Background: an optimization exercise with open tools, aiming at small area. Do not read the settings as production practice. No functional check of the RTL was part of this run.

<file path="flow/config.mk">
export PLATFORM = sky130hd
export DESIGN_NAME = processing_element
export DESIGN_NICKNAME = processing_element
export VERILOG_FILES = /design/flow/design.v
export SDC_FILE = /design/flow/constraint.sdc
export NUM_CORES = 4
export LEC_CHECK = 0
export CAP_MARGIN = 0
export CORE_MARGIN = 2
export CORE_UTILIZATION = 40
export CTS_BUF_LIST = sky130_fd_sc_hd__clkbuf_8
export GPL_TIMING_DRIVEN = 0
export SLEW_MARGIN = 0
export SYNTH_HIERARCHICAL = 1
</file>
<file path="flow/constraint.sdc">
create_clock -name core_clock -period 6.5 [get_ports {clk}]
set_input_delay 1.3000 -clock core_clock [delete_from_list [all_inputs] [get_ports {clk}]]
set_output_delay 1.3000 -clock core_clock [all_outputs]
set_load 0.01 [all_outputs]
</file>
<file path="flow/design.v">
module processing_element(activation, weight, out, clk, rst);
parameter NON_ZERO_WEIGHTS = 108,
          SPECIAL_CASE = 0,
          FRACTIONAL_BITS = 8,
          BIT_SIZE = 16;
output reg signed [BIT_SIZE-1:0] out;
input [BIT_SIZE-1:0] activation, weight;
input clk, rst;
reg [23:0] s_n;        
reg [15:0] d1, d2, d3, d4;   
function [6:0] lfsr_state;
  input integer k;
  integer i;
  begin
    lfsr_state = 7'd0;
    for (i = 0; i < k; i = i + 1)
      lfsr_state = {lfsr_state[5:0], ~(lfsr_state[6] ^ lfsr_state[5])};
  end
endfunction
localparam [6:0] LAST = lfsr_state(NON_ZERO_WEIGHTS - 1);
reg [6:0] cnt;       
reg valid;           
wire load = (cnt == 7'd0);
wire [23:0] nxt;
wire one1;
wire two2;
wire neg3;
wire none4;
wire ntwo5;
wire nx6;
wire nx7;
wire nx8;
wire nx9;
wire nx10;
wire nx11;
wire nx12;
wire nx13;
wire nx14;
wire nx15;
wire nx16;
wire nx17;
wire nx18;
wire nx19;
wire nx20;
wire nx21;
wire pp22;
wire pp23;
wire pp24;
wire pp25;
wire pp26;
wire pp27;
wire pp28;
wire pp29;
wire pp30;
wire pp31;
wire pp32;
wire pp33;
wire pp34;
wire pp35;
wire pp36;
wire pp37;
wire pp38;
wire one39;
wire two40;
wire neg41;
wire none42;
wire ntwo43;
wire nx44;
wire nx45;
wire nx46;
wire nx47;
wire nx48;
wire nx49;
wire nx50;
wire nx51;
wire nx52;
wire nx53;
wire nx54;
wire nx55;
wire nx56;
wire nx57;
wire nx58;
wire nx59;
wire pp60;
wire pp61;
wire pp62;
wire pp63;
wire pp64;
wire pp65;
wire pp66;
wire pp67;
wire pp68;
wire pp69;
wire pp70;
wire pp71;
wire pp72;
wire pp73;
wire pp74;
wire pp75;
wire pp76;
wire one77;
wire two78;
wire neg79;
wire none80;
wire ntwo81;
wire nx82;
wire nx83;
wire nx84;
wire nx85;
wire nx86;
wire nx87;
wire nx88;
wire nx89;
wire nx90;
wire nx91;
wire nx92;
wire nx93;
wire nx94;
wire nx95;
wire nx96;
wire nx97;
wire pp98;
wire pp99;
wire pp100;
wire pp101;
wire pp102;
wire pp103;
wire pp104;
wire pp105;
wire pp106;
wire pp107;
wire pp108;
wire pp109;
wire pp110;
wire pp111;
wire pp112;
wire pp113;
wire pp114;
wire one115;
wire two116;
wire neg117;
wire none118;
wire ntwo119;
wire nx120;
wire nx121;
wire nx122;
wire nx123;
wire nx124;
wire nx125;
wire nx126;
wire nx127;
wire nx128;
wire nx129;
wire nx130;
wire nx131;
wire nx132;
wire nx133;
wire nx134;
wire nx135;
wire pp136;
wire pp137;
wire pp138;
wire pp139;
wire pp140;
wire pp141;
wire pp142;
wire pp143;
wire pp144;
wire pp145;
wire pp146;
wire pp147;
wire pp148;
wire pp149;
wire pp150;
wire pp151;
wire pp152;
wire one153;
wire two154;
wire neg155;
wire none156;
wire ntwo157;
wire nx158;
wire nx159;
wire nx160;
wire nx161;
wire nx162;
wire nx163;
wire nx164;
wire nx165;
wire nx166;
wire nx167;
wire nx168;
wire nx169;
wire nx170;
wire nx171;
wire nx172;
wire nx173;
wire pp174;
wire pp175;
wire pp176;
wire pp177;
wire pp178;
wire pp179;
wire pp180;
wire pp181;
wire pp182;
wire pp183;
wire pp184;
wire pp185;
wire pp186;
wire pp187;
wire pp188;
wire pp189;
wire one190;
wire two191;
wire neg192;
wire none193;
wire ntwo194;
wire nx195;
wire nx196;
wire nx197;
wire nx198;
wire nx199;
wire nx200;
wire nx201;
wire nx202;
wire nx203;
wire nx204;
wire nx205;
wire nx206;
wire nx207;
wire nx208;
wire pp209;
wire pp210;
wire pp211;
wire pp212;
wire pp213;
wire pp214;
wire pp215;
wire pp216;
wire pp217;
wire pp218;
wire pp219;
wire pp220;
wire pp221;
wire pp222;
wire one223;
wire two224;
wire neg225;
wire none226;
wire ntwo227;
wire nx228;
wire nx229;
wire nx230;
wire nx231;
wire nx232;
wire nx233;
wire nx234;
wire nx235;
wire nx236;
wire nx237;
wire nx238;
wire nx239;
wire pp240;
wire pp241;
wire pp242;
wire pp243;
wire pp244;
wire pp245;
wire pp246;
wire pp247;
wire pp248;
wire pp249;
wire pp250;
wire pp251;
wire one252;
wire two253;
wire neg254;
wire none255;
wire ntwo256;
wire nx257;
wire nx258;
wire nx259;
wire nx260;
wire nx261;
wire nx262;
wire nx263;
wire nx264;
wire nx265;
wire nx266;
wire pp267;
wire pp268;
wire pp269;
wire pp270;
wire pp271;
wire pp272;
wire pp273;
wire pp274;
wire pp275;
wire pp276;
wire ac277;
wire ac278;
wire ac279;
wire ac280;
wire ac281;
wire ac282;
wire ac283;
wire ac284;
wire ac285;
wire ac286;
wire ac287;
wire ac288;
wire ac289;
wire ac290;
wire ac291;
wire ac292;
wire ac293;
wire ac294;
wire ac295;
wire ac296;
wire ac297;
wire ac298;
wire ac299;
wire ac300;
wire fs301;
wire fc302;
wire fs303;
wire fc304;
wire fs305;
wire fc306;
wire fs307;
wire fc308;
wire fs309;
wire fc310;
wire fs311;
wire fc312;
wire fs313;
wire fc314;
wire fs315;
wire fc316;
wire fs317;
wire fc318;
wire fs319;
wire fc320;
wire fs321;
wire fc322;
wire fs323;
wire fc324;
wire fs325;
wire fc326;
wire fs327;
wire fc328;
wire fs329;
wire fc330;
wire fs331;
wire fc332;
wire fs333;
wire fc334;
wire fs335;
wire fc336;
wire fs337;
wire fc338;
wire fs339;
wire fc340;
wire fs341;
wire fc342;
wire fs343;
wire fc344;
wire fs345;
wire fc346;
wire fs347;
wire fc348;
wire fs349;
wire fc350;
wire fs351;
wire fc352;
wire fs353;
wire fc354;
wire fs355;
wire fc356;
wire fs357;
wire fc358;
wire fs359;
wire fc360;
wire fs361;
wire fc362;
wire fs363;
wire fc364;
wire fs365;
wire fc366;
wire fs367;
wire fc368;
wire fs369;
wire fc370;
wire fs371;
wire fc372;
wire fs373;
wire fc374;
wire fs375;
wire fc376;
wire fs377;
wire fc378;
wire fs379;
wire fc380;
wire fs381;
wire fc382;
wire fs383;
wire fc384;
wire fs385;
wire fs386;
wire fs387;
wire fc388;
wire fs389;
wire fc390;
wire fs391;
wire fc392;
wire fs393;
wire fc394;
wire fs395;
wire fc396;
wire fs397;
wire fc398;
wire fs399;
wire fc400;
wire fs401;
wire fc402;
wire fs403;
wire fc404;
wire fs405;
wire fc406;
wire fs407;
wire fc408;
wire fs409;
wire fc410;
wire fs411;
wire fc412;
wire fs413;
wire fc414;
wire fs415;
wire fc416;
wire fs417;
wire fc418;
wire fs419;
wire fc420;
wire fs421;
wire fc422;
wire fs423;
wire fc424;
wire fs425;
wire fc426;
wire fs427;
wire fc428;
wire fs429;
wire fc430;
wire fs431;
wire fc432;
wire fs433;
wire fc434;
wire fs435;
wire fc436;
wire fs437;
wire fc438;
wire fs439;
wire fc440;
wire fs441;
wire fs442;
wire fc443;
wire fs444;
wire fc445;
wire fs446;
wire fc447;
wire fs448;
wire fc449;
wire fs450;
wire fc451;
wire fs452;
wire fc453;
wire fs454;
wire fc455;
wire fs456;
wire fc457;
wire fs458;
wire fc459;
wire fs460;
wire fc461;
wire fs462;
wire fc463;
wire fs464;
wire fc465;
wire fs466;
wire fc467;
wire fs468;
wire fc469;
wire fs470;
wire fc471;
wire fs472;
wire fc473;
wire fs474;
wire fs475;
wire fc476;
wire fs477;
wire fc478;
wire fs479;
wire fc480;
wire fs481;
wire fc482;
wire fs483;
wire fc484;
wire fs485;
wire fc486;
wire fs487;
wire fc488;
wire fs489;
wire fc490;
wire fs491;
wire fc492;
wire fs493;
wire fc494;
wire fs495;
wire fc496;
wire fs497;
wire fc498;
wire hs499;
wire hc500;
wire fs501;
wire fc502;
wire hs503;
wire hc504;
wire fs505;
wire fc506;
wire hs507;
wire hc508;
wire fs509;
wire fc510;
wire hs511;
wire g512;
wire p513;
wire g514;
wire p515;
wire g516;
wire p517;
wire g518;
wire p519;
wire g520;
wire p521;
wire g522;
wire p523;
wire g524;
wire p525;
wire g526;
wire p527;
wire g528;
wire p529;
wire g530;
wire p531;
wire g532;
wire p533;
wire g534;
wire p535;
wire g536;
wire p537;
wire g538;
wire p539;
wire g540;
wire p541;
wire g542;
wire p543;
wire g544;
wire p545;
wire g546;
wire p547;
wire g548;
wire p549;
wire g550;
wire p551;
wire g552;
wire p553;
wire g554;
wire p555;
wire g556;
wire p557;
wire g558;
wire p559;
wire g560;
wire G561;
wire P562;
wire G563;
wire P564;
wire G565;
wire P566;
wire G567;
wire P568;
wire G569;
wire P570;
wire G571;
wire P572;
wire G573;
wire P574;
wire G575;
wire P576;
wire G577;
wire P578;
wire G579;
wire P580;
wire G581;
wire P582;
wire G583;
wire P584;
wire G585;
wire P586;
wire G587;
wire P588;
wire G589;
wire P590;
wire G591;
wire P592;
wire G593;
wire P594;
wire G595;
wire P596;
wire G597;
wire P598;
wire G599;
wire P600;
wire G601;
wire P602;
wire G603;
wire P604;
wire G605;
wire P606;
wire G607;
wire P608;
wire G609;
wire P610;
wire G611;
wire P612;
wire G613;
wire P614;
wire G615;
wire P616;
wire G617;
wire P618;
wire G619;
wire P620;
wire G621;
wire P622;
wire G623;
wire P624;
wire G625;
wire P626;
wire G627;
wire P628;
wire G629;
wire P630;
wire G631;
wire P632;
wire G633;
wire P634;
wire G635;
wire P636;
wire G637;
wire P638;
wire G639;
wire P640;
wire G641;
wire P642;
wire G643;
wire P644;
wire G645;
wire P646;
wire G647;
wire P648;
wire G649;
wire P650;
wire G651;
wire P652;
wire G653;
wire P654;
wire G655;
wire P656;
wire G657;
wire P658;
wire G659;
wire P660;
wire G661;
wire P662;
wire G663;
wire P664;
assign one1 = weight[0] ^ 1'b0;
assign two2 = (weight[1] & ~weight[0] & ~1'b0) | (~weight[1] & weight[0] & 1'b0);
assign neg3 = weight[1] & ~(weight[0] & 1'b0);
assign none4 = ~one1;
assign ntwo5 = ~two2;
assign nx6 = ~(activation[0] ^ weight[1]);
assign nx7 = ~(activation[1] ^ weight[1]);
assign nx8 = ~(activation[2] ^ weight[1]);
assign nx9 = ~(activation[3] ^ weight[1]);
assign nx10 = ~(activation[4] ^ weight[1]);
assign nx11 = ~(activation[5] ^ weight[1]);
assign nx12 = ~(activation[6] ^ weight[1]);
assign nx13 = ~(activation[7] ^ weight[1]);
assign nx14 = ~(activation[8] ^ weight[1]);
assign nx15 = ~(activation[9] ^ weight[1]);
assign nx16 = ~(activation[10] ^ weight[1]);
assign nx17 = ~(activation[11] ^ weight[1]);
assign nx18 = ~(activation[12] ^ weight[1]);
assign nx19 = ~(activation[13] ^ weight[1]);
assign nx20 = ~(activation[14] ^ weight[1]);
assign nx21 = ~(activation[15] ^ weight[1]);
assign pp22 = ((one1 & ~nx6) | (two2 & weight[1]));
pe_o22ai u_sel1 (.a(none4), .b(nx7), .c(ntwo5), .d(nx6), .y(pp23));
pe_o22ai u_sel2 (.a(none4), .b(nx8), .c(ntwo5), .d(nx7), .y(pp24));
pe_o22ai u_sel3 (.a(none4), .b(nx9), .c(ntwo5), .d(nx8), .y(pp25));
pe_o22ai u_sel4 (.a(none4), .b(nx10), .c(ntwo5), .d(nx9), .y(pp26));
pe_o22ai u_sel5 (.a(none4), .b(nx11), .c(ntwo5), .d(nx10), .y(pp27));
pe_o22ai u_sel6 (.a(none4), .b(nx12), .c(ntwo5), .d(nx11), .y(pp28));
pe_o22ai u_sel7 (.a(none4), .b(nx13), .c(ntwo5), .d(nx12), .y(pp29));
pe_o22ai u_sel8 (.a(none4), .b(nx14), .c(ntwo5), .d(nx13), .y(pp30));
pe_o22ai u_sel9 (.a(none4), .b(nx15), .c(ntwo5), .d(nx14), .y(pp31));
pe_o22ai u_sel10 (.a(none4), .b(nx16), .c(ntwo5), .d(nx15), .y(pp32));
pe_o22ai u_sel11 (.a(none4), .b(nx17), .c(ntwo5), .d(nx16), .y(pp33));
pe_o22ai u_sel12 (.a(none4), .b(nx18), .c(ntwo5), .d(nx17), .y(pp34));
pe_o22ai u_sel13 (.a(none4), .b(nx19), .c(ntwo5), .d(nx18), .y(pp35));
pe_o22ai u_sel14 (.a(none4), .b(nx20), .c(ntwo5), .d(nx19), .y(pp36));
pe_o22ai u_sel15 (.a(none4), .b(nx21), .c(ntwo5), .d(nx20), .y(pp37));
pe_o22a u_sel16 (.a(none4), .b(nx21), .c(ntwo5), .d(nx21), .y(pp38));
assign one39 = weight[2] ^ weight[1];
assign two40 = (weight[3] & ~weight[2] & ~weight[1]) | (~weight[3] & weight[2] & weight[1]);
assign neg41 = weight[3] & ~(weight[2] & weight[1]);
assign none42 = ~one39;
assign ntwo43 = ~two40;
assign nx44 = ~(activation[0] ^ weight[3]);
assign nx45 = ~(activation[1] ^ weight[3]);
assign nx46 = ~(activation[2] ^ weight[3]);
assign nx47 = ~(activation[3] ^ weight[3]);
assign nx48 = ~(activation[4] ^ weight[3]);
assign nx49 = ~(activation[5] ^ weight[3]);
assign nx50 = ~(activation[6] ^ weight[3]);
assign nx51 = ~(activation[7] ^ weight[3]);
assign nx52 = ~(activation[8] ^ weight[3]);
assign nx53 = ~(activation[9] ^ weight[3]);
assign nx54 = ~(activation[10] ^ weight[3]);
assign nx55 = ~(activation[11] ^ weight[3]);
assign nx56 = ~(activation[12] ^ weight[3]);
assign nx57 = ~(activation[13] ^ weight[3]);
assign nx58 = ~(activation[14] ^ weight[3]);
assign nx59 = ~(activation[15] ^ weight[3]);
assign pp60 = ((one39 & ~nx44) | (two40 & weight[3]));
pe_o22ai u_sel17 (.a(none42), .b(nx45), .c(ntwo43), .d(nx44), .y(pp61));
pe_o22ai u_sel18 (.a(none42), .b(nx46), .c(ntwo43), .d(nx45), .y(pp62));
pe_o22ai u_sel19 (.a(none42), .b(nx47), .c(ntwo43), .d(nx46), .y(pp63));
pe_o22ai u_sel20 (.a(none42), .b(nx48), .c(ntwo43), .d(nx47), .y(pp64));
pe_o22ai u_sel21 (.a(none42), .b(nx49), .c(ntwo43), .d(nx48), .y(pp65));
pe_o22ai u_sel22 (.a(none42), .b(nx50), .c(ntwo43), .d(nx49), .y(pp66));
pe_o22ai u_sel23 (.a(none42), .b(nx51), .c(ntwo43), .d(nx50), .y(pp67));
pe_o22ai u_sel24 (.a(none42), .b(nx52), .c(ntwo43), .d(nx51), .y(pp68));
pe_o22ai u_sel25 (.a(none42), .b(nx53), .c(ntwo43), .d(nx52), .y(pp69));
pe_o22ai u_sel26 (.a(none42), .b(nx54), .c(ntwo43), .d(nx53), .y(pp70));
pe_o22ai u_sel27 (.a(none42), .b(nx55), .c(ntwo43), .d(nx54), .y(pp71));
pe_o22ai u_sel28 (.a(none42), .b(nx56), .c(ntwo43), .d(nx55), .y(pp72));
pe_o22ai u_sel29 (.a(none42), .b(nx57), .c(ntwo43), .d(nx56), .y(pp73));
pe_o22ai u_sel30 (.a(none42), .b(nx58), .c(ntwo43), .d(nx57), .y(pp74));
pe_o22ai u_sel31 (.a(none42), .b(nx59), .c(ntwo43), .d(nx58), .y(pp75));
pe_o22a u_sel32 (.a(none42), .b(nx59), .c(ntwo43), .d(nx59), .y(pp76));
assign one77 = weight[4] ^ weight[3];
assign two78 = (weight[5] & ~weight[4] & ~weight[3]) | (~weight[5] & weight[4] & weight[3]);
assign neg79 = weight[5] & ~(weight[4] & weight[3]);
assign none80 = ~one77;
assign ntwo81 = ~two78;
assign nx82 = ~(activation[0] ^ weight[5]);
assign nx83 = ~(activation[1] ^ weight[5]);
assign nx84 = ~(activation[2] ^ weight[5]);
assign nx85 = ~(activation[3] ^ weight[5]);
assign nx86 = ~(activation[4] ^ weight[5]);
assign nx87 = ~(activation[5] ^ weight[5]);
assign nx88 = ~(activation[6] ^ weight[5]);
assign nx89 = ~(activation[7] ^ weight[5]);
assign nx90 = ~(activation[8] ^ weight[5]);
assign nx91 = ~(activation[9] ^ weight[5]);
assign nx92 = ~(activation[10] ^ weight[5]);
assign nx93 = ~(activation[11] ^ weight[5]);
assign nx94 = ~(activation[12] ^ weight[5]);
assign nx95 = ~(activation[13] ^ weight[5]);
assign nx96 = ~(activation[14] ^ weight[5]);
assign nx97 = ~(activation[15] ^ weight[5]);
assign pp98 = ((one77 & ~nx82) | (two78 & weight[5]));
pe_o22ai u_sel33 (.a(none80), .b(nx83), .c(ntwo81), .d(nx82), .y(pp99));
pe_o22ai u_sel34 (.a(none80), .b(nx84), .c(ntwo81), .d(nx83), .y(pp100));
pe_o22ai u_sel35 (.a(none80), .b(nx85), .c(ntwo81), .d(nx84), .y(pp101));
pe_o22ai u_sel36 (.a(none80), .b(nx86), .c(ntwo81), .d(nx85), .y(pp102));
pe_o22ai u_sel37 (.a(none80), .b(nx87), .c(ntwo81), .d(nx86), .y(pp103));
pe_o22ai u_sel38 (.a(none80), .b(nx88), .c(ntwo81), .d(nx87), .y(pp104));
pe_o22ai u_sel39 (.a(none80), .b(nx89), .c(ntwo81), .d(nx88), .y(pp105));
pe_o22ai u_sel40 (.a(none80), .b(nx90), .c(ntwo81), .d(nx89), .y(pp106));
pe_o22ai u_sel41 (.a(none80), .b(nx91), .c(ntwo81), .d(nx90), .y(pp107));
pe_o22ai u_sel42 (.a(none80), .b(nx92), .c(ntwo81), .d(nx91), .y(pp108));
pe_o22ai u_sel43 (.a(none80), .b(nx93), .c(ntwo81), .d(nx92), .y(pp109));
pe_o22ai u_sel44 (.a(none80), .b(nx94), .c(ntwo81), .d(nx93), .y(pp110));
pe_o22ai u_sel45 (.a(none80), .b(nx95), .c(ntwo81), .d(nx94), .y(pp111));
pe_o22ai u_sel46 (.a(none80), .b(nx96), .c(ntwo81), .d(nx95), .y(pp112));
pe_o22ai u_sel47 (.a(none80), .b(nx97), .c(ntwo81), .d(nx96), .y(pp113));
pe_o22a u_sel48 (.a(none80), .b(nx97), .c(ntwo81), .d(nx97), .y(pp114));
assign one115 = weight[6] ^ weight[5];
assign two116 = (weight[7] & ~weight[6] & ~weight[5]) | (~weight[7] & weight[6] & weight[5]);
assign neg117 = weight[7] & ~(weight[6] & weight[5]);
assign none118 = ~one115;
assign ntwo119 = ~two116;
assign nx120 = ~(activation[0] ^ weight[7]);
assign nx121 = ~(activation[1] ^ weight[7]);
assign nx122 = ~(activation[2] ^ weight[7]);
assign nx123 = ~(activation[3] ^ weight[7]);
assign nx124 = ~(activation[4] ^ weight[7]);
assign nx125 = ~(activation[5] ^ weight[7]);
assign nx126 = ~(activation[6] ^ weight[7]);
assign nx127 = ~(activation[7] ^ weight[7]);
assign nx128 = ~(activation[8] ^ weight[7]);
assign nx129 = ~(activation[9] ^ weight[7]);
assign nx130 = ~(activation[10] ^ weight[7]);
assign nx131 = ~(activation[11] ^ weight[7]);
assign nx132 = ~(activation[12] ^ weight[7]);
assign nx133 = ~(activation[13] ^ weight[7]);
assign nx134 = ~(activation[14] ^ weight[7]);
assign nx135 = ~(activation[15] ^ weight[7]);
assign pp136 = ((one115 & ~nx120) | (two116 & weight[7]));
pe_o22ai u_sel49 (.a(none118), .b(nx121), .c(ntwo119), .d(nx120), .y(pp137));
pe_o22ai u_sel50 (.a(none118), .b(nx122), .c(ntwo119), .d(nx121), .y(pp138));
pe_o22ai u_sel51 (.a(none118), .b(nx123), .c(ntwo119), .d(nx122), .y(pp139));
pe_o22ai u_sel52 (.a(none118), .b(nx124), .c(ntwo119), .d(nx123), .y(pp140));
pe_o22ai u_sel53 (.a(none118), .b(nx125), .c(ntwo119), .d(nx124), .y(pp141));
pe_o22ai u_sel54 (.a(none118), .b(nx126), .c(ntwo119), .d(nx125), .y(pp142));
pe_o22ai u_sel55 (.a(none118), .b(nx127), .c(ntwo119), .d(nx126), .y(pp143));
pe_o22ai u_sel56 (.a(none118), .b(nx128), .c(ntwo119), .d(nx127), .y(pp144));
pe_o22ai u_sel57 (.a(none118), .b(nx129), .c(ntwo119), .d(nx128), .y(pp145));
pe_o22ai u_sel58 (.a(none118), .b(nx130), .c(ntwo119), .d(nx129), .y(pp146));
pe_o22ai u_sel59 (.a(none118), .b(nx131), .c(ntwo119), .d(nx130), .y(pp147));
pe_o22ai u_sel60 (.a(none118), .b(nx132), .c(ntwo119), .d(nx131), .y(pp148));
pe_o22ai u_sel61 (.a(none118), .b(nx133), .c(ntwo119), .d(nx132), .y(pp149));
pe_o22ai u_sel62 (.a(none118), .b(nx134), .c(ntwo119), .d(nx133), .y(pp150));
pe_o22ai u_sel63 (.a(none118), .b(nx135), .c(ntwo119), .d(nx134), .y(pp151));
pe_o22a u_sel64 (.a(none118), .b(nx135), .c(ntwo119), .d(nx135), .y(pp152));
assign one153 = weight[8] ^ weight[7];
assign two154 = (weight[9] & ~weight[8] & ~weight[7]) | (~weight[9] & weight[8] & weight[7]);
assign neg155 = weight[9] & ~(weight[8] & weight[7]);
assign none156 = ~one153;
assign ntwo157 = ~two154;
assign nx158 = ~(activation[0] ^ weight[9]);
assign nx159 = ~(activation[1] ^ weight[9]);
assign nx160 = ~(activation[2] ^ weight[9]);
assign nx161 = ~(activation[3] ^ weight[9]);
assign nx162 = ~(activation[4] ^ weight[9]);
assign nx163 = ~(activation[5] ^ weight[9]);
assign nx164 = ~(activation[6] ^ weight[9]);
assign nx165 = ~(activation[7] ^ weight[9]);
assign nx166 = ~(activation[8] ^ weight[9]);
assign nx167 = ~(activation[9] ^ weight[9]);
assign nx168 = ~(activation[10] ^ weight[9]);
assign nx169 = ~(activation[11] ^ weight[9]);
assign nx170 = ~(activation[12] ^ weight[9]);
assign nx171 = ~(activation[13] ^ weight[9]);
assign nx172 = ~(activation[14] ^ weight[9]);
assign nx173 = ~(activation[15] ^ weight[9]);
assign pp174 = ((one153 & ~nx158) | (two154 & weight[9]));
pe_o22ai u_sel65 (.a(none156), .b(nx159), .c(ntwo157), .d(nx158), .y(pp175));
pe_o22ai u_sel66 (.a(none156), .b(nx160), .c(ntwo157), .d(nx159), .y(pp176));
pe_o22ai u_sel67 (.a(none156), .b(nx161), .c(ntwo157), .d(nx160), .y(pp177));
pe_o22ai u_sel68 (.a(none156), .b(nx162), .c(ntwo157), .d(nx161), .y(pp178));
pe_o22ai u_sel69 (.a(none156), .b(nx163), .c(ntwo157), .d(nx162), .y(pp179));
pe_o22ai u_sel70 (.a(none156), .b(nx164), .c(ntwo157), .d(nx163), .y(pp180));
pe_o22ai u_sel71 (.a(none156), .b(nx165), .c(ntwo157), .d(nx164), .y(pp181));
pe_o22ai u_sel72 (.a(none156), .b(nx166), .c(ntwo157), .d(nx165), .y(pp182));
pe_o22ai u_sel73 (.a(none156), .b(nx167), .c(ntwo157), .d(nx166), .y(pp183));
pe_o22ai u_sel74 (.a(none156), .b(nx168), .c(ntwo157), .d(nx167), .y(pp184));
pe_o22ai u_sel75 (.a(none156), .b(nx169), .c(ntwo157), .d(nx168), .y(pp185));
pe_o22ai u_sel76 (.a(none156), .b(nx170), .c(ntwo157), .d(nx169), .y(pp186));
pe_o22ai u_sel77 (.a(none156), .b(nx171), .c(ntwo157), .d(nx170), .y(pp187));
pe_o22ai u_sel78 (.a(none156), .b(nx172), .c(ntwo157), .d(nx171), .y(pp188));
pe_o22ai u_sel79 (.a(none156), .b(nx173), .c(ntwo157), .d(nx172), .y(pp189));
assign one190 = weight[10] ^ weight[9];
assign two191 = (weight[11] & ~weight[10] & ~weight[9]) | (~weight[11] & weight[10] & weight[9]);
assign neg192 = weight[11] & ~(weight[10] & weight[9]);
assign none193 = ~one190;
assign ntwo194 = ~two191;
assign nx195 = ~(activation[0] ^ weight[11]);
assign nx196 = ~(activation[1] ^ weight[11]);
assign nx197 = ~(activation[2] ^ weight[11]);
assign nx198 = ~(activation[3] ^ weight[11]);
assign nx199 = ~(activation[4] ^ weight[11]);
assign nx200 = ~(activation[5] ^ weight[11]);
assign nx201 = ~(activation[6] ^ weight[11]);
assign nx202 = ~(activation[7] ^ weight[11]);
assign nx203 = ~(activation[8] ^ weight[11]);
assign nx204 = ~(activation[9] ^ weight[11]);
assign nx205 = ~(activation[10] ^ weight[11]);
assign nx206 = ~(activation[11] ^ weight[11]);
assign nx207 = ~(activation[12] ^ weight[11]);
assign nx208 = ~(activation[13] ^ weight[11]);
assign pp209 = ((one190 & ~nx195) | (two191 & weight[11]));
pe_o22ai u_sel80 (.a(none193), .b(nx196), .c(ntwo194), .d(nx195), .y(pp210));
pe_o22ai u_sel81 (.a(none193), .b(nx197), .c(ntwo194), .d(nx196), .y(pp211));
pe_o22ai u_sel82 (.a(none193), .b(nx198), .c(ntwo194), .d(nx197), .y(pp212));
pe_o22ai u_sel83 (.a(none193), .b(nx199), .c(ntwo194), .d(nx198), .y(pp213));
pe_o22ai u_sel84 (.a(none193), .b(nx200), .c(ntwo194), .d(nx199), .y(pp214));
pe_o22ai u_sel85 (.a(none193), .b(nx201), .c(ntwo194), .d(nx200), .y(pp215));
pe_o22ai u_sel86 (.a(none193), .b(nx202), .c(ntwo194), .d(nx201), .y(pp216));
pe_o22ai u_sel87 (.a(none193), .b(nx203), .c(ntwo194), .d(nx202), .y(pp217));
pe_o22ai u_sel88 (.a(none193), .b(nx204), .c(ntwo194), .d(nx203), .y(pp218));
pe_o22ai u_sel89 (.a(none193), .b(nx205), .c(ntwo194), .d(nx204), .y(pp219));
pe_o22ai u_sel90 (.a(none193), .b(nx206), .c(ntwo194), .d(nx205), .y(pp220));
pe_o22ai u_sel91 (.a(none193), .b(nx207), .c(ntwo194), .d(nx206), .y(pp221));
pe_o22ai u_sel92 (.a(none193), .b(nx208), .c(ntwo194), .d(nx207), .y(pp222));
assign one223 = weight[12] ^ weight[11];
assign two224 = (weight[13] & ~weight[12] & ~weight[11]) | (~weight[13] & weight[12] & weight[11]);
assign neg225 = weight[13] & ~(weight[12] & weight[11]);
assign none226 = ~one223;
assign ntwo227 = ~two224;
assign nx228 = ~(activation[0] ^ weight[13]);
assign nx229 = ~(activation[1] ^ weight[13]);
assign nx230 = ~(activation[2] ^ weight[13]);
assign nx231 = ~(activation[3] ^ weight[13]);
assign nx232 = ~(activation[4] ^ weight[13]);
assign nx233 = ~(activation[5] ^ weight[13]);
assign nx234 = ~(activation[6] ^ weight[13]);
assign nx235 = ~(activation[7] ^ weight[13]);
assign nx236 = ~(activation[8] ^ weight[13]);
assign nx237 = ~(activation[9] ^ weight[13]);
assign nx238 = ~(activation[10] ^ weight[13]);
assign nx239 = ~(activation[11] ^ weight[13]);
assign pp240 = ((one223 & ~nx228) | (two224 & weight[13]));
pe_o22ai u_sel93 (.a(none226), .b(nx229), .c(ntwo227), .d(nx228), .y(pp241));
pe_o22ai u_sel94 (.a(none226), .b(nx230), .c(ntwo227), .d(nx229), .y(pp242));
pe_o22ai u_sel95 (.a(none226), .b(nx231), .c(ntwo227), .d(nx230), .y(pp243));
pe_o22ai u_sel96 (.a(none226), .b(nx232), .c(ntwo227), .d(nx231), .y(pp244));
pe_o22ai u_sel97 (.a(none226), .b(nx233), .c(ntwo227), .d(nx232), .y(pp245));
pe_o22ai u_sel98 (.a(none226), .b(nx234), .c(ntwo227), .d(nx233), .y(pp246));
pe_o22ai u_sel99 (.a(none226), .b(nx235), .c(ntwo227), .d(nx234), .y(pp247));
pe_o22ai u_sel100 (.a(none226), .b(nx236), .c(ntwo227), .d(nx235), .y(pp248));
pe_o22ai u_sel101 (.a(none226), .b(nx237), .c(ntwo227), .d(nx236), .y(pp249));
pe_o22ai u_sel102 (.a(none226), .b(nx238), .c(ntwo227), .d(nx237), .y(pp250));
pe_o22ai u_sel103 (.a(none226), .b(nx239), .c(ntwo227), .d(nx238), .y(pp251));
assign one252 = weight[14] ^ weight[13];
assign two253 = (weight[15] & ~weight[14] & ~weight[13]) | (~weight[15] & weight[14] & weight[13]);
assign neg254 = weight[15] & ~(weight[14] & weight[13]);
assign none255 = ~one252;
assign ntwo256 = ~two253;
assign nx257 = ~(activation[0] ^ weight[15]);
assign nx258 = ~(activation[1] ^ weight[15]);
assign nx259 = ~(activation[2] ^ weight[15]);
assign nx260 = ~(activation[3] ^ weight[15]);
assign nx261 = ~(activation[4] ^ weight[15]);
assign nx262 = ~(activation[5] ^ weight[15]);
assign nx263 = ~(activation[6] ^ weight[15]);
assign nx264 = ~(activation[7] ^ weight[15]);
assign nx265 = ~(activation[8] ^ weight[15]);
assign nx266 = ~(activation[9] ^ weight[15]);
assign pp267 = ((one252 & ~nx257) | (two253 & weight[15]));
pe_o22ai u_sel104 (.a(none255), .b(nx258), .c(ntwo256), .d(nx257), .y(pp268));
pe_o22ai u_sel105 (.a(none255), .b(nx259), .c(ntwo256), .d(nx258), .y(pp269));
pe_o22ai u_sel106 (.a(none255), .b(nx260), .c(ntwo256), .d(nx259), .y(pp270));
pe_o22ai u_sel107 (.a(none255), .b(nx261), .c(ntwo256), .d(nx260), .y(pp271));
pe_o22ai u_sel108 (.a(none255), .b(nx262), .c(ntwo256), .d(nx261), .y(pp272));
pe_o22ai u_sel109 (.a(none255), .b(nx263), .c(ntwo256), .d(nx262), .y(pp273));
pe_o22ai u_sel110 (.a(none255), .b(nx264), .c(ntwo256), .d(nx263), .y(pp274));
pe_o22ai u_sel111 (.a(none255), .b(nx265), .c(ntwo256), .d(nx264), .y(pp275));
pe_o22ai u_sel112 (.a(none255), .b(nx266), .c(ntwo256), .d(nx265), .y(pp276));
assign ac277 = ~(s_n[0] | load);
assign ac278 = ~(s_n[1] | load);
assign ac279 = ~(s_n[2] | load);
assign ac280 = ~(s_n[3] | load);
assign ac281 = ~(s_n[4] | load);
assign ac282 = ~(s_n[5] | load);
assign ac283 = ~(s_n[6] | load);
assign ac284 = ~(s_n[7] | load);
assign ac285 = ~(s_n[8] | load);
assign ac286 = ~(s_n[9] | load);
assign ac287 = ~(s_n[10] | load);
assign ac288 = ~(s_n[11] | load);
assign ac289 = ~(s_n[12] | load);
assign ac290 = ~(s_n[13] | load);
assign ac291 = ~(s_n[14] | load);
assign ac292 = ~(s_n[15] | load);
assign ac293 = ~(s_n[16] | load);
assign ac294 = ~(s_n[17] | load);
assign ac295 = ~(s_n[18] | load);
assign ac296 = ~(s_n[19] | load);
assign ac297 = ~(s_n[20] | load);
assign ac298 = ~(s_n[21] | load);
assign ac299 = ~(s_n[22] | load);
assign ac300 = ~(s_n[23] | load);
pe_fa u_fa113 (.a(ac279), .b(neg41), .c(pp24), .s(fs301), .co(fc302));
pe_fa u_fa114 (.a(ac280), .b(pp25), .c(pp61), .s(fs303), .co(fc304));
pe_fa u_fa115 (.a(ac281), .b(neg79), .c(pp26), .s(fs305), .co(fc306));
pe_fa u_fa116 (.a(ac282), .b(pp27), .c(pp63), .s(fs307), .co(fc308));
pe_fa u_fa117 (.a(ac283), .b(neg117), .c(pp28), .s(fs309), .co(fc310));
pe_fa u_fa118 (.a(pp64), .b(pp100), .c(pp136), .s(fs311), .co(fc312));
pe_fa u_fa119 (.a(ac284), .b(pp29), .c(pp65), .s(fs313), .co(fc314));
pe_fa u_fa120 (.a(ac285), .b(neg155), .c(pp30), .s(fs315), .co(fc316));
pe_fa u_fa121 (.a(pp66), .b(pp102), .c(pp138), .s(fs317), .co(fc318));
pe_fa u_fa122 (.a(ac286), .b(pp31), .c(pp67), .s(fs319), .co(fc320));
pe_fa u_fa123 (.a(pp103), .b(pp139), .c(pp175), .s(fs321), .co(fc322));
pe_fa u_fa124 (.a(ac287), .b(neg192), .c(pp32), .s(fs323), .co(fc324));
pe_fa u_fa125 (.a(pp68), .b(pp104), .c(pp140), .s(fs325), .co(fc326));
pe_fa u_fa126 (.a(ac288), .b(pp33), .c(pp69), .s(fs327), .co(fc328));
pe_fa u_fa127 (.a(pp105), .b(pp141), .c(pp177), .s(fs329), .co(fc330));
pe_fa u_fa128 (.a(ac289), .b(neg225), .c(pp34), .s(fs331), .co(fc332));
pe_fa u_fa129 (.a(pp70), .b(pp106), .c(pp142), .s(fs333), .co(fc334));
pe_fa u_fa130 (.a(pp178), .b(pp211), .c(pp240), .s(fs335), .co(fc336));
pe_fa u_fa131 (.a(ac290), .b(pp35), .c(pp71), .s(fs337), .co(fc338));
pe_fa u_fa132 (.a(pp107), .b(pp143), .c(pp179), .s(fs339), .co(fc340));
pe_fa u_fa133 (.a(ac291), .b(neg254), .c(pp36), .s(fs341), .co(fc342));
pe_fa u_fa134 (.a(pp72), .b(pp108), .c(pp144), .s(fs343), .co(fc344));
pe_fa u_fa135 (.a(pp180), .b(pp213), .c(pp242), .s(fs345), .co(fc346));
pe_fa u_fa136 (.a(ac292), .b(pp37), .c(pp73), .s(fs347), .co(fc348));
pe_fa u_fa137 (.a(pp109), .b(pp145), .c(pp181), .s(fs349), .co(fc350));
pe_fa u_fa138 (.a(pp214), .b(pp243), .c(pp268), .s(fs351), .co(fc352));
pe_fa u_fa139 (.a(1'b1), .b(ac293), .c(pp38), .s(fs353), .co(fc354));
pe_fa u_fa140 (.a(pp74), .b(pp110), .c(pp146), .s(fs355), .co(fc356));
pe_fa u_fa141 (.a(pp182), .b(pp215), .c(pp244), .s(fs357), .co(fc358));
pe_fa u_fa142 (.a(1'b1), .b(ac294), .c(pp75), .s(fs359), .co(fc360));
pe_fa u_fa143 (.a(pp111), .b(pp147), .c(pp183), .s(fs361), .co(fc362));
pe_fa u_fa144 (.a(pp216), .b(pp245), .c(pp270), .s(fs363), .co(fc364));
pe_fa u_fa145 (.a(ac295), .b(pp76), .c(pp112), .s(fs365), .co(fc366));
pe_fa u_fa146 (.a(pp148), .b(pp184), .c(pp217), .s(fs367), .co(fc368));
pe_fa u_fa147 (.a(1'b1), .b(ac296), .c(pp113), .s(fs369), .co(fc370));
pe_fa u_fa148 (.a(pp149), .b(pp185), .c(pp218), .s(fs371), .co(fc372));
pe_fa u_fa149 (.a(ac297), .b(pp114), .c(pp150), .s(fs373), .co(fc374));
pe_fa u_fa150 (.a(pp186), .b(pp219), .c(pp248), .s(fs375), .co(fc376));
pe_fa u_fa151 (.a(1'b1), .b(ac298), .c(pp151), .s(fs377), .co(fc378));
pe_fa u_fa152 (.a(pp187), .b(pp220), .c(pp249), .s(fs379), .co(fc380));
pe_fa u_fa153 (.a(ac299), .b(pp152), .c(pp188), .s(fs381), .co(fc382));
pe_fa u_fa154 (.a(pp221), .b(pp250), .c(pp275), .s(fs383), .co(fc384));
assign fs385 = 1'b1 ^ ac300 ^ pp189;
assign fs386 = pp222 ^ pp251 ^ pp276;
pe_fa u_fa155 (.a(pp62), .b(pp98), .c(fc304), .s(fs387), .co(fc388));
pe_fa u_fa156 (.a(pp99), .b(fc306), .c(fs307), .s(fs389), .co(fc390));
pe_fa u_fa157 (.a(fc308), .b(fs309), .c(fs311), .s(fs391), .co(fc392));
pe_fa u_fa158 (.a(pp101), .b(pp137), .c(fc310), .s(fs393), .co(fc394));
pe_fa u_fa159 (.a(pp174), .b(fc314), .c(fs315), .s(fs395), .co(fc396));
pe_fa u_fa160 (.a(fc316), .b(fc318), .c(fs319), .s(fs397), .co(fc398));
pe_fa u_fa161 (.a(pp176), .b(pp209), .c(fc320), .s(fs399), .co(fc400));
pe_fa u_fa162 (.a(fc322), .b(fs323), .c(fs325), .s(fs401), .co(fc402));
pe_fa u_fa163 (.a(pp210), .b(fc324), .c(fc326), .s(fs403), .co(fc404));
pe_fa u_fa164 (.a(fc328), .b(fc330), .c(fs331), .s(fs405), .co(fc406));
pe_fa u_fa165 (.a(pp212), .b(pp241), .c(fc332), .s(fs407), .co(fc408));
pe_fa u_fa166 (.a(fc334), .b(fc336), .c(fs337), .s(fs409), .co(fc410));
pe_fa u_fa167 (.a(pp267), .b(fc338), .c(fc340), .s(fs411), .co(fc412));
pe_fa u_fa168 (.a(fs341), .b(fs343), .c(fs345), .s(fs413), .co(fc414));
pe_fa u_fa169 (.a(fc342), .b(fc344), .c(fc346), .s(fs415), .co(fc416));
pe_fa u_fa170 (.a(fs347), .b(fs349), .c(fs351), .s(fs417), .co(fc418));
pe_fa u_fa171 (.a(pp269), .b(fc348), .c(fc350), .s(fs419), .co(fc420));
pe_fa u_fa172 (.a(fc352), .b(fs353), .c(fs355), .s(fs421), .co(fc422));
pe_fa u_fa173 (.a(fc354), .b(fc356), .c(fc358), .s(fs423), .co(fc424));
pe_fa u_fa174 (.a(fs359), .b(fs361), .c(fs363), .s(fs425), .co(fc426));
pe_fa u_fa175 (.a(pp246), .b(pp271), .c(fc360), .s(fs427), .co(fc428));
pe_fa u_fa176 (.a(fc362), .b(fc364), .c(fs365), .s(fs429), .co(fc430));
pe_fa u_fa177 (.a(pp247), .b(pp272), .c(fc366), .s(fs431), .co(fc432));
pe_fa u_fa178 (.a(fc368), .b(fs369), .c(fs371), .s(fs433), .co(fc434));
pe_fa u_fa179 (.a(pp273), .b(fc370), .c(fc372), .s(fs435), .co(fc436));
pe_fa u_fa180 (.a(pp274), .b(fc374), .c(fc376), .s(fs437), .co(fc438));
pe_fa u_fa181 (.a(fc378), .b(fc380), .c(fs381), .s(fs439), .co(fc440));
assign fs441 = fc382 ^ fc384 ^ fs385;
pe_fa u_fa182 (.a(fc312), .b(fs313), .c(fc392), .s(fs442), .co(fc443));
pe_fa u_fa183 (.a(fs317), .b(fc394), .c(fs395), .s(fs444), .co(fc445));
pe_fa u_fa184 (.a(fs321), .b(fc396), .c(fs397), .s(fs446), .co(fc447));
pe_fa u_fa185 (.a(fc398), .b(fs399), .c(fs401), .s(fs448), .co(fc449));
pe_fa u_fa186 (.a(fs327), .b(fs329), .c(fc400), .s(fs450), .co(fc451));
pe_fa u_fa187 (.a(fs333), .b(fs335), .c(fc404), .s(fs452), .co(fc453));
pe_fa u_fa188 (.a(fs339), .b(fc406), .c(fs407), .s(fs454), .co(fc455));
pe_fa u_fa189 (.a(fc408), .b(fc410), .c(fs411), .s(fs456), .co(fc457));
pe_fa u_fa190 (.a(fc412), .b(fc414), .c(fs415), .s(fs458), .co(fc459));
pe_fa u_fa191 (.a(fs357), .b(fc416), .c(fc418), .s(fs460), .co(fc461));
pe_fa u_fa192 (.a(fc420), .b(fc422), .c(fs423), .s(fs462), .co(fc463));
pe_fa u_fa193 (.a(fs367), .b(fc424), .c(fc426), .s(fs464), .co(fc465));
pe_fa u_fa194 (.a(fc428), .b(fc430), .c(fs431), .s(fs466), .co(fc467));
pe_fa u_fa195 (.a(fs373), .b(fs375), .c(fc432), .s(fs468), .co(fc469));
pe_fa u_fa196 (.a(fs377), .b(fs379), .c(fc436), .s(fs470), .co(fc471));
pe_fa u_fa197 (.a(fs383), .b(fc438), .c(fs439), .s(fs472), .co(fc473));
assign fs474 = fs386 ^ fc440 ^ fs441;
pe_fa u_fa198 (.a(fc402), .b(fs403), .c(fs450), .s(fs475), .co(fc476));
pe_fa u_fa199 (.a(fs405), .b(fc451), .c(fs452), .s(fs477), .co(fc478));
pe_fa u_fa200 (.a(fs409), .b(fc453), .c(fs454), .s(fs479), .co(fc480));
pe_fa u_fa201 (.a(fs413), .b(fc455), .c(fs456), .s(fs481), .co(fc482));
pe_fa u_fa202 (.a(fs417), .b(fc457), .c(fs458), .s(fs483), .co(fc484));
pe_fa u_fa203 (.a(fs419), .b(fs421), .c(fc459), .s(fs485), .co(fc486));
pe_fa u_fa204 (.a(fs425), .b(fc461), .c(fs462), .s(fs487), .co(fc488));
pe_fa u_fa205 (.a(fs427), .b(fs429), .c(fc463), .s(fs489), .co(fc490));
pe_fa u_fa206 (.a(fs433), .b(fc465), .c(fs466), .s(fs491), .co(fc492));
pe_fa u_fa207 (.a(fc434), .b(fs435), .c(fc467), .s(fs493), .co(fc494));
pe_fa u_fa208 (.a(fs437), .b(fc469), .c(fs470), .s(fs495), .co(fc496));
pe_fa u_fa209 (.a(fs460), .b(fc484), .c(fs485), .s(fs497), .co(fc498));
pe_ha u_ha210 (.a(fc486), .b(fs487), .s(hs499), .co(hc500));
pe_fa u_fa211 (.a(fs464), .b(fc488), .c(fs489), .s(fs501), .co(fc502));
pe_ha u_ha212 (.a(fc490), .b(fs491), .s(hs503), .co(hc504));
pe_fa u_fa213 (.a(fs468), .b(fc492), .c(fs493), .s(fs505), .co(fc506));
pe_ha u_ha214 (.a(fc494), .b(fs495), .s(hs507), .co(hc508));
pe_fa u_fa215 (.a(fc471), .b(fs472), .c(fc496), .s(fs509), .co(fc510));
assign hs511 = fc473 ^ fs474;
assign g512 = neg3 & pp22;
assign p513 = neg3 ^ pp22;
assign g514 = ac278 & pp23;
assign p515 = ac278 ^ pp23;
assign g516 = pp60 & fs301;
assign p517 = pp60 ^ fs301;
assign g518 = fc302 & fs303;
assign p519 = fc302 ^ fs303;
assign g520 = fs305 & fs387;
assign p521 = fs305 ^ fs387;
assign g522 = fc388 & fs389;
assign p523 = fc388 ^ fs389;
assign g524 = fc390 & fs391;
assign p525 = fc390 ^ fs391;
assign g526 = fs393 & fs442;
assign p527 = fs393 ^ fs442;
assign g528 = fc443 & fs444;
assign p529 = fc443 ^ fs444;
assign g530 = fc445 & fs446;
assign p531 = fc445 ^ fs446;
assign g532 = fc447 & fs448;
assign p533 = fc447 ^ fs448;
assign g534 = fc449 & fs475;
assign p535 = fc449 ^ fs475;
assign g536 = fc476 & fs477;
assign p537 = fc476 ^ fs477;
assign g538 = fc478 & fs479;
assign p539 = fc478 ^ fs479;
assign g540 = fc480 & fs481;
assign p541 = fc480 ^ fs481;
assign g542 = fc482 & fs483;
assign p543 = fc482 ^ fs483;
assign g544 = fs497 & 1'b0;
assign p545 = fs497 ^ 1'b0;
assign g546 = fc498 & hs499;
assign p547 = fc498 ^ hs499;
assign g548 = hc500 & fs501;
assign p549 = hc500 ^ fs501;
assign g550 = fc502 & hs503;
assign p551 = fc502 ^ hs503;
assign g552 = hc504 & fs505;
assign p553 = hc504 ^ fs505;
assign g554 = fc506 & hs507;
assign p555 = fc506 ^ hs507;
assign g556 = hc508 & fs509;
assign p557 = hc508 ^ fs509;
assign g558 = fc510 & hs511;
assign p559 = fc510 ^ hs511;
assign g560 = (neg3 & pp22) | (neg3 & ac277) | (pp22 & ac277);
assign G561 = g514 | (p515 & g560);
assign P562 = p515 & p513;
assign G563 = g518 | (p519 & g516);
assign P564 = p519 & p517;
assign G565 = g522 | (p523 & g520);
assign P566 = p523 & p521;
assign G567 = g526 | (p527 & g524);
assign P568 = p527 & p525;
assign G569 = g530 | (p531 & g528);
assign P570 = p531 & p529;
assign G571 = g534 | (p535 & g532);
assign P572 = p535 & p533;
assign G573 = g538 | (p539 & g536);
assign P574 = p539 & p537;
assign G575 = g542 | (p543 & g540);
assign P576 = p543 & p541;
assign G577 = g546 | (p547 & g544);
assign P578 = p547 & p545;
assign G579 = g550 | (p551 & g548);
assign P580 = p551 & p549;
assign G581 = g554 | (p555 & g552);
assign P582 = p555 & p553;
assign G583 = g558 | (p559 & g556);
assign P584 = p559 & p557;
assign G585 = g516 | (p517 & G561);
assign P586 = p517 & P562;
assign G587 = G563 | (P564 & G561);
assign P588 = P564 & P562;
assign G589 = g524 | (p525 & G565);
assign P590 = p525 & P566;
assign G591 = G567 | (P568 & G565);
assign P592 = P568 & P566;
assign G593 = g532 | (p533 & G569);
assign P594 = p533 & P570;
assign G595 = G571 | (P572 & G569);
assign P596 = P572 & P570;
assign G597 = g540 | (p541 & G573);
assign P598 = p541 & P574;
assign G599 = G575 | (P576 & G573);
assign P600 = P576 & P574;
assign G601 = g548 | (p549 & G577);
assign P602 = p549 & P578;
assign G603 = G579 | (P580 & G577);
assign P604 = P580 & P578;
assign G605 = g556 | (p557 & G581);
assign P606 = p557 & P582;
assign G607 = G583 | (P584 & G581);
assign P608 = P584 & P582;
assign G609 = g520 | (p521 & G587);
assign P610 = p521 & P588;
assign G611 = G565 | (P566 & G587);
assign P612 = P566 & P588;
assign G613 = G589 | (P590 & G587);
assign P614 = P590 & P588;
assign G615 = G591 | (P592 & G587);
assign P616 = P592 & P588;
assign G617 = g536 | (p537 & G595);
assign P618 = p537 & P596;
assign G619 = G573 | (P574 & G595);
assign P620 = P574 & P596;
assign G621 = G597 | (P598 & G595);
assign P622 = P598 & P596;
assign G623 = G599 | (P600 & G595);
assign P624 = P600 & P596;
assign G625 = g552 | (p553 & G603);
assign P626 = p553 & P604;
assign G627 = G581 | (P582 & G603);
assign P628 = P582 & P604;
assign G629 = G605 | (P606 & G603);
assign P630 = P606 & P604;
assign G631 = G607 | (P608 & G603);
assign P632 = P608 & P604;
assign G633 = g528 | (p529 & G615);
assign P634 = p529 & P616;
assign G635 = G569 | (P570 & G615);
assign P636 = P570 & P616;
assign G637 = G593 | (P594 & G615);
assign P638 = P594 & P616;
assign G639 = G595 | (P596 & G615);
assign P640 = P596 & P616;
assign G641 = G617 | (P618 & G615);
assign P642 = P618 & P616;
assign G643 = G619 | (P620 & G615);
assign P644 = P620 & P616;
assign G645 = G621 | (P622 & G615);
assign P646 = P622 & P616;
assign G647 = G623 | (P624 & G615);
assign P648 = P624 & P616;
assign G649 = g544 | (p545 & G647);
assign P650 = p545 & P648;
assign G651 = G577 | (P578 & G647);
assign P652 = P578 & P648;
assign G653 = G601 | (P602 & G647);
assign P654 = P602 & P648;
assign G655 = G603 | (P604 & G647);
assign P656 = P604 & P648;
assign G657 = G625 | (P626 & G647);
assign P658 = P626 & P648;
assign G659 = G627 | (P628 & G647);
assign P660 = P628 & P648;
assign G661 = G629 | (P630 & G647);
assign P662 = P630 & P648;
assign G663 = G631 | (P632 & G647);
assign P664 = P632 & P648;
assign nxt[0] = p513 ^ ac277;
assign nxt[1] = (p515 ^ g560);
assign nxt[2] = (p517 ^ G561);
assign nxt[3] = (p519 ^ G585);
assign nxt[4] = (p521 ^ G587);
assign nxt[5] = (p523 ^ G609);
assign nxt[6] = (p525 ^ G611);
assign nxt[7] = (p527 ^ G613);
assign nxt[8] = (p529 ^ G615);
assign nxt[9] = (p531 ^ G633);
assign nxt[10] = (p533 ^ G635);
assign nxt[11] = (p535 ^ G637);
assign nxt[12] = (p537 ^ G639);
assign nxt[13] = (p539 ^ G641);
assign nxt[14] = (p541 ^ G643);
assign nxt[15] = (p543 ^ G645);
assign nxt[16] = (p545 ^ G647);
assign nxt[17] = (p547 ^ G649);
assign nxt[18] = (p549 ^ G651);
assign nxt[19] = (p551 ^ G653);
assign nxt[20] = (p553 ^ G655);
assign nxt[21] = (p555 ^ G657);
assign nxt[22] = (p557 ^ G659);
assign nxt[23] = (p559 ^ G661);
always @(posedge clk) begin
  s_n <= ~nxt;
  d1 <= s_n[FRACTIONAL_BITS+15:FRACTIONAL_BITS];
  d2 <= d1;
  d3 <= d2;
  d4 <= d3;
  if (!rst) begin
    cnt <= 0;
    valid <= 1'b0;
    out <= 0;
  end else begin
    cnt <= (cnt == LAST) ? 7'd0 : {cnt[5:0], ~(cnt[6] ^ cnt[5])};
    valid <= valid | cnt[3];    
    out <= valid ? ~d4 : 16'd0;
  end
end
endmodule
module pe_fa(a, b, c, s, co);
input a, b, c;
output s, co;
assign s = a ^ b ^ c;
assign co = (a & b) | (a & c) | (b & c);
endmodule
module pe_o22ai(a, b, c, d, y);
input a, b, c, d;
output y;
assign y = ~((a | b) & (c | d));
endmodule
module pe_o22a(a, b, c, d, y);
input a, b, c, d;
output y;
assign y = (a | b) & (c | d);
endmodule
module pe_ha(a, b, s, co);
input a, b;
output s, co;
assign s = a ^ b;
assign co = a & b;
endmodule
</file>
<file path="flow/flow/run.sh">
#!/bin/bash
# The standard layout (standard.sh, unchanged synthesis) with a few ORFS knobs:
#  - ports buffered with the smallest buffer instead of ORFS's default pick,
#  - synthesis buffers removed before placement (repair_design re-buffers),
#  - power recovery (downsizing of non-critical cells) after global routing,
#  - CTS without dummy load cells.
# All tool output goes to standard_flow.log here and ORFS's own logs under orfs/logs.
set -euo pipefail
export BUFFER_PORTS_ARGS="-buffer_cell sky130_fd_sc_hd__buf_1"
export REMOVE_ABC_BUFFERS=1
export RECOVER_POWER=100
export CTS_ARGS="-sink_clustering_enable -repair_clock_nets -buf_list sky130_fd_sc_hd__clkbuf_8 -dont_use_dummy_load"
bash standard.sh > standard_flow.log 2>&1
</file>
<file path="flow/standard.sh">
#!/bin/bash
# synth_recipe.tcl (not shown) runs the flow's synth.tcl, then flattens the netlist and writes it again
# the make line also repeats each setting of config.mk as NAME=value (left out here)
make -C /OpenROAD-flow-scripts/flow DESIGN_CONFIG=/design/flow/config.mk WORK_HOME=/design/flow/orfs CLKGATE_MAP_FILE= SYNTH_SCRIPT=/design/flow/synth_recipe.tcl "${@:-finish}"
</file>
==> impl_metrics.ini <==
[run_status]
outcome = timing/DRC/antenna clean

[timing]
fin_worst_skew_ps = 45.4
drv_slew = 0
min_period_ps = 6250
relSlewSlack_pct = 37.6
worst_slack_ps = 246
tightest_slew_ps = 936
rsz0062_at_grt = no
fmax_ghz = 0.160
fin_crit_sh_pct = 96.2
hold_viol = 0
finalSetupViolations = 0

[cells_and_area]
design_area_um2 = 8440
nets = 927
syn2layout_area_growth_pct = 7.92
insertedDiodeCount = 0
layout-drive-gt1-share_pct = 3.97
fin_cells = 1020

[placed_design]
place.gp.congestion = 0.889
dp_hpwl_mm = 12.9
place_ws_ps = -981
portBuffers = 49
post-place-cells = 1011
place_area_um2 = 8230

[detailed_routing]
vias = 5027
drc_errors = 0
viasPerCell = 4.93
postRouteAntennaNets = 0
drt_iter0_drc = 300
finalWirelength_mm = 15.1
wl_per_cell_um = 14.8
dr.pass1.iters = 4

[global_routing]
grt_max_degree = 25
grt_pass1_vias = 4838
grtUsageTotal_pct = 15.8
antenna_found_initial = 0
grt.overflow.total = 0
grt_pass1_wl_mm = 25.7

[yosys]
yosys_warnings = 7
synth.cell_area_um2 = 7820
synthArstFlopShare_pct = 0
synth_cell_type_count = 43
syn_avg_cell_area_um2 = 10.7
netlist.area_leader.share_pct = 28.7
synth-seq-cells = 112
synth.area.top_cells = dfxtp_1, fa_1, xnor2_1, o22ai_1, ha_1
seq_area_frac_synth_pct = 28.7
synth_edf_count = 0
synth_area_leader_cell = dfxtp_1
synth_cells = 730
ys.flop_type = dfxtp_1

[worst_setup_path]
worst_ep_arrival_time_ps = 6560
path_cells = clkdlybuf4s15_2, nor3b_1, a21oi_2, o22ai_1, fa_1, fa_1, fa_1, fa_1, fa_1, ha_1, a21o_1, a211oi_1, nor2_1, o21a_1, a211oi_2, xnor2_1
critPathMaxFanout = 22
cp_top_family = adder cells
r2r_slack_ps = 1120
crit_top_cell = fa_1
crit_type = in -> reg
crit_slowest_cell = a21oi_2
critPathBufInv = 1
worstPathRequired_ps = 6810
critPathCaptureType = flop
critPathLaunchType = input pin
max_stage_delay_ps = 580

[clock_network]
cts_setup_buffers = 0
htreeDepth = 3
clock-sinks = 112
cts-root-buf = clkbuf_8
worst_skew_pair.late_latency_ps = 370
cts-hold-fix-buffers = 0
tritoncts = done
clockBufferDepth = 2
clk_pin_slew_worst_paths_ps = 110
cts_buffers = 9

[flow_run]
drv_cap = 0

[die]
die-height_um = 144
start_util_pct = 40.5
die_w_um = 144
rows = 51
die_area_um2 = 20700
io_pins = 50
core_area_um2 = 19300

[worst_hold_path]
holdCritPathClass = reg -> reg
Yosys stat by module, one instance, submodules excluded:
module / times used / cells / flops+latches
pe_ha: 3 / 1 / 0
pe_fa: 100 / 1 / 0
pe_o22a: 4 / 1 / 0
pe_o22ai: 108 / 1 / 0
processing_element: 1 / 515 / 112
worst register-to-register path: cells and delay by family, from the launching register on:
kind	cells	cell delay, ps
and+or+nand+nor	4	1160
buffers and inverters	1	250
adders and majority gates	6	2640
AOI/OAI and AO/OA	4	810
xor gates and xnor gates	1	130
DFF	1	330
sequential cells by signal, summed over array words and instances, names as in the netlist:
name	flops
cnt	7
d1	16
d2	16
d3	16
d4	16
out	16
s_n	24
valid	1
cell families after synthesis:
group           count (synthesis)  share of synthesized area (%)
fa+ha+maj                     136                           31.8
other cells                     1                         0.0479
xor+xnor                      141                           15.8
compound gates                168                           13.6
buf+inv                        56                           2.72
mux                             1                          0.128
simple gates                  115                           7.26
flops                         112                           28.7
Yosys cell counts (2+ instances only):
cell	n
dfxtp_1	112
fa_1	105
xnor2_1	136
nor3b_1	7
xor2_1	5
a21o_1	5
clkbuf_1	26
and2_1	6
nor2b_1	14
a21oi_1	18
nand2b_1	5
o21bai_1	4
o21a_1	2
nand2_1	22
inv_1	19
or3_1	2
buf_1	9
o21ai_0	13
o22a_1	4
buf_2	2
nor2_1	48
o22ai_1	112
ha_1	31
or2_2	2
a211oi_1	2
nor3_1	2
final timing paths:
path,start,endpoint,depth (start not counted)
worst max register to register,cnt[3]$_SDFF_PP0_,s_n[23]$_DFF_P_,16
worst min-delay path,d1[1]$_DFF_P_,d2[1]$_DFF_P_,0
worst max-delay path,weight[7],s_n[23]$_DFF_P_,16
worst min register to register,d1[1]$_DFF_P_,d2[1]$_DFF_P_,0
metrics by stage:
stage	util, %	setup TNS, ps	hold WS, ps
CTS	43.6	0	311
finish	43.7	0	309
global route	43.7	0	315
floorplan	-	0	310
global placement	42.5	-6000	312
detailed placement	42.6	-6630	312
cells in the final DEF (no fill, tap or decap), types with 14 or more instances in the layout:
cell     netlist  final
buf_1          9     40
dfxtp_1      112    112
fa_1         105    105
ha_1          31     31
inv_1         19     18
nand2_1       22     22
nor2_1        48     48
nor2b_1       14     14
o22ai_1      112    112
xnor2_1      136    136
what timing repair did:
action,CTS,global route
endpoints found under the hold margin,0,0
resized for setup,19,8
setup endpoints to repair,10,2
layer usage:
layer  share of wire (%)  vias to the layer above  GRT usage (%)
met2                  44                       89           24.5
li1                    -                     2554              -
met1                  51                     2378           23.4
met5                   0                        -              0
met4                0.86                        0           3.41
met3                 4.6                        6           2.37
area by class of cell:
class / instances / area, µm²
clock buffers: 9 / 124
fillers: 1866 / 10900
inverters: 19 / 75.1
multi-input cells: 565 / 5430
flip-flops and latches: 112 / 2240
well taps: 265 / 332
repair buffers: 50 / 238

afterwards: timing with drivers on the ports:
How much do the figures lean on ideal ports? The routed layout below was timed once more, with nothing changed but the port constraints. Step 1, drivers: a clkbuf_16 drives clk and a buf_2 each remaining input, both assumed. Step 2 also shifts input and output timing later by t, the mid clock arrival at the registers, as if the neighbouring blocks saw the same clock. Slacks: ideal ports / drivers / drivers and shift; pairs: ideal ports / drivers.
shift t [ns]: 0.377
setup WS [ns]: 0.246 / 0.256 / -0.121
latest minus earliest clock arrival (ns): 0.045 / 0.046
worst slew at a driven data input, ns: 0.04
pins driven straight from the clock port: 1
With both steps, setup timing fails in this run, where it was met with ideal ports. The setup slack of this run moves by +0.010 ns with the drivers and by -0.367 ns with both steps.
